Source: an optimization exercise on an open RTL-to-GDS flow (aim: small area, a short achievable clock period and few clock cycles). Production flows keep margins and buffers that such runs may drop. Where RTL was checked, it was by simulation tests only, not by an equivalence proof against the original. No activity file was given, so power comes from the tool's default toggle rates.

==> v30: inputs <==
Design cpu, start of the top module:
module cpu(
    input  logic        clk,
    input  logic        reset,
    output logic [12:0] imem_addr,
    input  logic [31:0] imem_rdata,
    output logic [16:0] dmem_addr,
    output logic        dmem_we,
    output logic [31:0] dmem_wdata,
    input  logic [31:0] dmem_rdata,
    output logic        halted
);
Settings: LEC_CHECK=0, CAP_MARGIN=20, CORE_MARGIN=2, CORE_UTILIZATION=40, CTS_BUF_LIST=sky130_fd_sc_hd__clkbuf_4 sky130_fd_sc_hd__clkbuf_8 sky130_fd_sc_hd__clkbuf_16, PLACE_DENSITY=0.55, SLEW_MARGIN=20, SYNTH_HIERARCHICAL=1; clock period 14.0 ns.
standard.sh (not shown) runs the stock make flow with config.mk's settings and CLKGATE_MAP_FILE= SYNTH_SCRIPT=/design/flow/synth_recipe.tcl, a recipe that flattens the netlist after the stock synthesis.
==> flow/flow/run.sh <==
#!/bin/bash
# Standard layout, with timing repair told to aim for a setup slack margin well above
# the design's (the clock period and constraints stay the design's). Each step's log
# is kept in this folder.
set -euo pipefail
MARGIN=${MARGIN:-9.8}
bash standard.sh synth > synth.log 2>&1
bash standard.sh SETUP_SLACK_MARGIN=$MARGIN finish > layout.log 2>&1
==> inputs of v37, as changes to v30 <==
--- a/flow/design.v
+++ b/flow/design.v
@@ -46,15 +46,16 @@
 module ks_add #(parameter int W = 13) (
     input  logic [W-1:0] a,
     input  logic [W-1:0] b,
     input  logic         ci,
     output logic [W-1:0] s,
     output logic         co
 );
-    localparam int L = $clog2(W + 1);
+    localparam int L = (W + 1 <= 2) ? 1 : (W + 1 <= 4) ? 2 : (W + 1 <= 8) ? 3 :
+                       (W + 1 <= 16) ? 4 : (W + 1 <= 32) ? 5 : 6;    
     logic [W:0] g [0:L];
     logic [W:0] p [0:L];
     assign g[0][0] = ci;
     assign p[0][0] = 1'b0;
     assign g[0][W:1] = a & b;
     assign p[0][W:1] = a ^ b;
     for (genvar k = 0; k < L; k++) begin : g_lvl
@@ -144,21 +145,16 @@
         ILTUI = 5'd17, ILTI = 5'd18, EQI = 5'd19, NEQI = 5'd20, LW = 5'd21, SW = 5'd22,
         BT = 5'd23, BF = 5'd24, JAL = 5'd25, JALR = 5'd26, LI = 5'd27, LUI = 5'd28,
         AUIPC = 5'd29, ECALL = 5'd30, EBREAK = 5'd31;
     logic [12:0] pc;                  
     logic        d_valid;
     logic [31:0] d_ir;
     logic [12:0] d_pc;
-    logic [4:0]  d_rb;                
     logic        d_ldok;              
     logic        e_wr;                
-    logic        e_br;                
-    logic        e_pt;                
-    logic        e_bf;                
-    logic [12:0] e_alt;               
     logic [4:0]  e_rd;
     logic        e_ld;
     logic [31:0] e_a, e_b;
     logic [4:0]  e_sa;                
     logic        e_sub, e_arith;
     logic [3:0]  e_tt;
     logic [1:0]  e_cmp;
@@ -167,22 +163,22 @@
     logic [4:0]  w_rd;
     logic [31:0] w_res;
     logic [16:0] ma;
     logic        mwe;
     logic [31:0] mwd;
     logic        halt_r;
     logic [12:0] pc_o;
+    logic        halt_o;              
     assign imem_addr  = pc_o;
     assign dmem_addr  = ma;
     assign dmem_we    = mwe;
     assign dmem_wdata = mwd;
-    assign halted     = halt_r;
+    assign halted     = halt_o;
     localparam logic [4:0] R_LAST = NEQ;
     wire       f_rtype = imem_rdata[4:0] <= R_LAST;
-    wire [4:0] f_rb = f_rtype ? imem_rdata[19:15] : imem_rdata[9:5];
     wire [4:0]  f_op   = imem_rdata[4:0];
     wire        f_jump = f_op == JAL || ((f_op == BT || f_op == BF) && imem_rdata[31]);
     logic [12:0] f_tgt;
     ks_add #(.W(13)) add_f (.a(pc), .b(imem_rdata[27:15]), .ci(1'b0), .s(f_tgt), .co());
     wire [12:0] pc_inc = pc + 13'd1;
     wire [4:0]  op   = d_ir[4:0];
     wire [4:0]  rd   = d_ir[9:5];
@@ -210,33 +206,33 @@
         .fra(imem_rdata[14:10]), .frb0(imem_rdata[19:15]), .frb1(imem_rdata[9:5]),
         .frb_sel(f_rtype),
         .pwe(e_wr), .pwa(e_rd),
         .wa(w_rd), .wd(w_res), .we(w_wr),
         .rda(rda), .rdb(rdb)
     );
     wire hz_a = e_wr && e_rd == ra;      
+    wire [4:0] d_rb = rtype ? d_ir[19:15] : rd;    
     wire hz_b = e_wr && e_rd == d_rb;    
-    wire flush = e_br && (((|w_res) ^ e_bf) ^ e_pt);
     wire neg     = imm[16];
     wire [12:0] d_link = d_pc + 13'd1;
     wire [31:0] zb = e_b ^ {32{e_sub}};
     wire [31:0] zp = e_a ^ zb;
     wire [31:0] zk = {e_a[30:0] | zb[30:0], e_sub};
     wire zero_e  = &(zp ~^ zk);
     wire hz_br   = hz_a && !e_fsel[0];   
     wire zero_a  = hz_a ? zero_e : (rda == 32'b0);
     wire cond_d  = zero_a ^ is_bt;
     wire br_fix  = is_br && !hz_br && (cond_d ^ neg);
     logic [12:0] tgt_pc, tgt_jr;
     ks_add #(.W(13)) add_p (.a(d_pc), .b(imm[12:0]), .ci(1'b0), .s(tgt_pc), .co());
     ks_add #(.W(13)) add_j (.a(rda[12:0]), .b(imm[12:0]), .ci(1'b0), .s(tgt_jr), .co());
     wire [12:0] tgt    = is_jr ? tgt_jr : (neg ? d_link : tgt_pc);
-    wire stall = d_valid && (is_eb || (is_jr && hz_a) || (is_lw && !d_ldok));
+    wire stall = d_valid && (is_eb || (is_jr && hz_a) || (is_br && hz_br) || (is_lw && !d_ldok));
     wire redir = d_valid && ((is_jr && !hz_a) || br_fix);
-    wire adv   = d_valid && !stall && !flush;
+    wire adv   = d_valid && !stall;
     logic [31:0] bval;
     always_comb begin
         if (rtype)                    bval = rdb;
         else if (op == LUI)           bval = {imm[14:0], 17'b0};
         else if (is_jal || is_jr)     bval = {19'b0, d_link};
         else if (simm_op)             bval = {{15{imm[16]}}, imm};
         else                          bval = {15'b0, imm};
@@ -264,62 +260,56 @@
             default:          c_tt = 4'b1010;    
         endcase
     end
     always_ff @(posedge clk or posedge reset) begin
         if (reset) begin
             pc      <= 13'd0;
             d_valid <= 1'b0;
-        end else if (flush) begin
-            pc      <= e_alt;
-            d_valid <= 1'b0;
         end else if (!stall) begin
             pc      <= redir ? tgt : (f_jump ? f_tgt : pc_inc);
             d_valid <= !redir;
         end
     end
     always_ff @(posedge clk) begin
+        if (reset) halt_o <= 1'b0;
+        else       halt_o <= halt_r || (d_valid && is_eb);
+    end
+    always_ff @(posedge clk) begin
         if (reset)       pc_o <= 13'd0;
-        else if (flush)  pc_o <= e_alt;
         else if (!stall) pc_o <= redir ? tgt : (f_jump ? f_tgt : pc_inc);
     end
     always_ff @(posedge clk) begin
         if (!stall) begin
             d_ir <= imem_rdata;
             d_pc <= pc;
-            d_rb <= f_rb;
         end
     end
     wire sel_d = d_valid && (is_sw || (is_lw && !d_ldok));
     always_ff @(posedge clk) begin
         ma     <= sel_d ? imm : imem_rdata[31:15];
         d_ldok <= !sel_d || (d_valid && is_lw);
         mwd    <= hz_b ? res : rdb;
     end
     always_ff @(posedge clk or posedge reset) begin
         if (reset) begin
             e_wr   <= 1'b0;
-            e_br   <= 1'b0;
             mwe    <= 1'b0;
             halt_r <= 1'b0;
         end else begin
             e_wr   <= adv && writes && rd != 5'd0;
-            e_br   <= adv && is_br && hz_br;
             mwe    <= adv && is_sw;
-            halt_r <= halt_r || (d_valid && is_eb && !flush);
+            halt_r <= halt_r || (d_valid && is_eb);
         end
     end
     always_ff @(posedge clk) begin
-        e_pt    <= neg;
-        e_bf    <= !is_bt;
-        e_alt   <= neg ? d_link : tgt_pc;
         e_rd    <= rd;
         e_ld    <= is_lw;
         e_a     <= (uses_a && hz_a) ? res : rda;
         e_b     <= (rtype && hz_b) ? res : bval;
-        e_sa    <= is_sh ? ((rtype && hz_b) ? res[4:0] : bval[4:0]) : 5'b0;
+        e_sa    <= (rtype && hz_b) ? res[4:0] : (is_sh ? bval[4:0] : 5'b0);
         e_sub   <= c_sub;
         e_arith <= c_arith;
         e_tt    <= c_tt;
         e_cmp   <= c_cmp;
         e_fsel  <= c_fsel;
     end
     alu alu_i (
==> flow/flow/run.sh (replaced) <==
#!/bin/bash
# Standard layout, with timing repair told to aim for a setup slack margin well above
# the design's (the clock period and constraints stay the design's). Each step's log
# is kept in this folder.
set -euo pipefail
MARGIN=${MARGIN:-10.0}
bash standard.sh synth > synth.log 2>&1
bash standard.sh SETUP_SLACK_MARGIN=$MARGIN finish > layout.log 2>&1
CTS_BUF_LIST = not set   (was sky130_fd_sc_hd__clkbuf_4 sky130_fd_sc_hd__clkbuf_8 sky130_fd_sc_hd__clkbuf_16)
CTS_CLUSTER_DIAMETER = 150   (was not set)
CTS_CLUSTER_SIZE = 20   (was not set)
==> impl_metrics.py <==
metrics = {
    "status": {
        "status": "timing/DRC/antenna clean",
    },
    "drt": {
        "viasPerCell": 7.461,
    },
    "pwr": {
        "pg_comb_mw": 3.37,
    },
    "timing": {
        "post-route-min-period_ns": 4.119,
        "finalCritPeriodShare_pct": 29.42,
    },
    "final_layout": {
        "post-route-util_pct": 47.20,
    },
}
[end of results for v37]
==> impl_metrics.py <==
metrics = {
    "drt": {
        "viasPerCell": 7.418,
    },
    "status": {
        "status": "timing/DRC/antenna clean",
    },
    "final_layout": {
        "post-route-util_pct": 47.38,
    },
    "pwr": {
        "pg_comb_mw": 3.04,
    },
    "timing": {
        "finalCritPeriodShare_pct": 30.24,
    },
}
[end of results for v30]
Testbench counts of v37, summed over its fixed seeds: cycles 49,418.
Function not checked in v30: the RTL went through the layout flow alone.

## afterwards: timing with drivers on the ports
No port has a modelled driver above. Below, the same layouts with a new extraction and two added sets of constraints. Step 1: set_driving_cell puts a clkbuf_16 on clk and a buf_2 on each other input, an assumption about the parent block. Step 2 times the ports against the registers' clock, not the clock port: input delays grow and output delays shrink by t, the midpoint of the rising clock arrivals with the driver on. a / b / c = ideal ports / drivers / drivers and shift; a / b = the first two.
run	shift t [ns]	slack for setup (ns)	worst register clock-pin slew, ns	worst data-port slew with drivers (ns)
v30	0.893	9.766 / 9.748 / 8.934	0.07 / 0.07	0.10
v37	0.806	9.881 / 9.848 / 9.181	0.10 / 0.10	0.07
After both steps every run listed still meets setup and hold. The setup slack of v30, which loses most, moves by -0.018 ns with the drivers and by -0.832 ns with both steps.
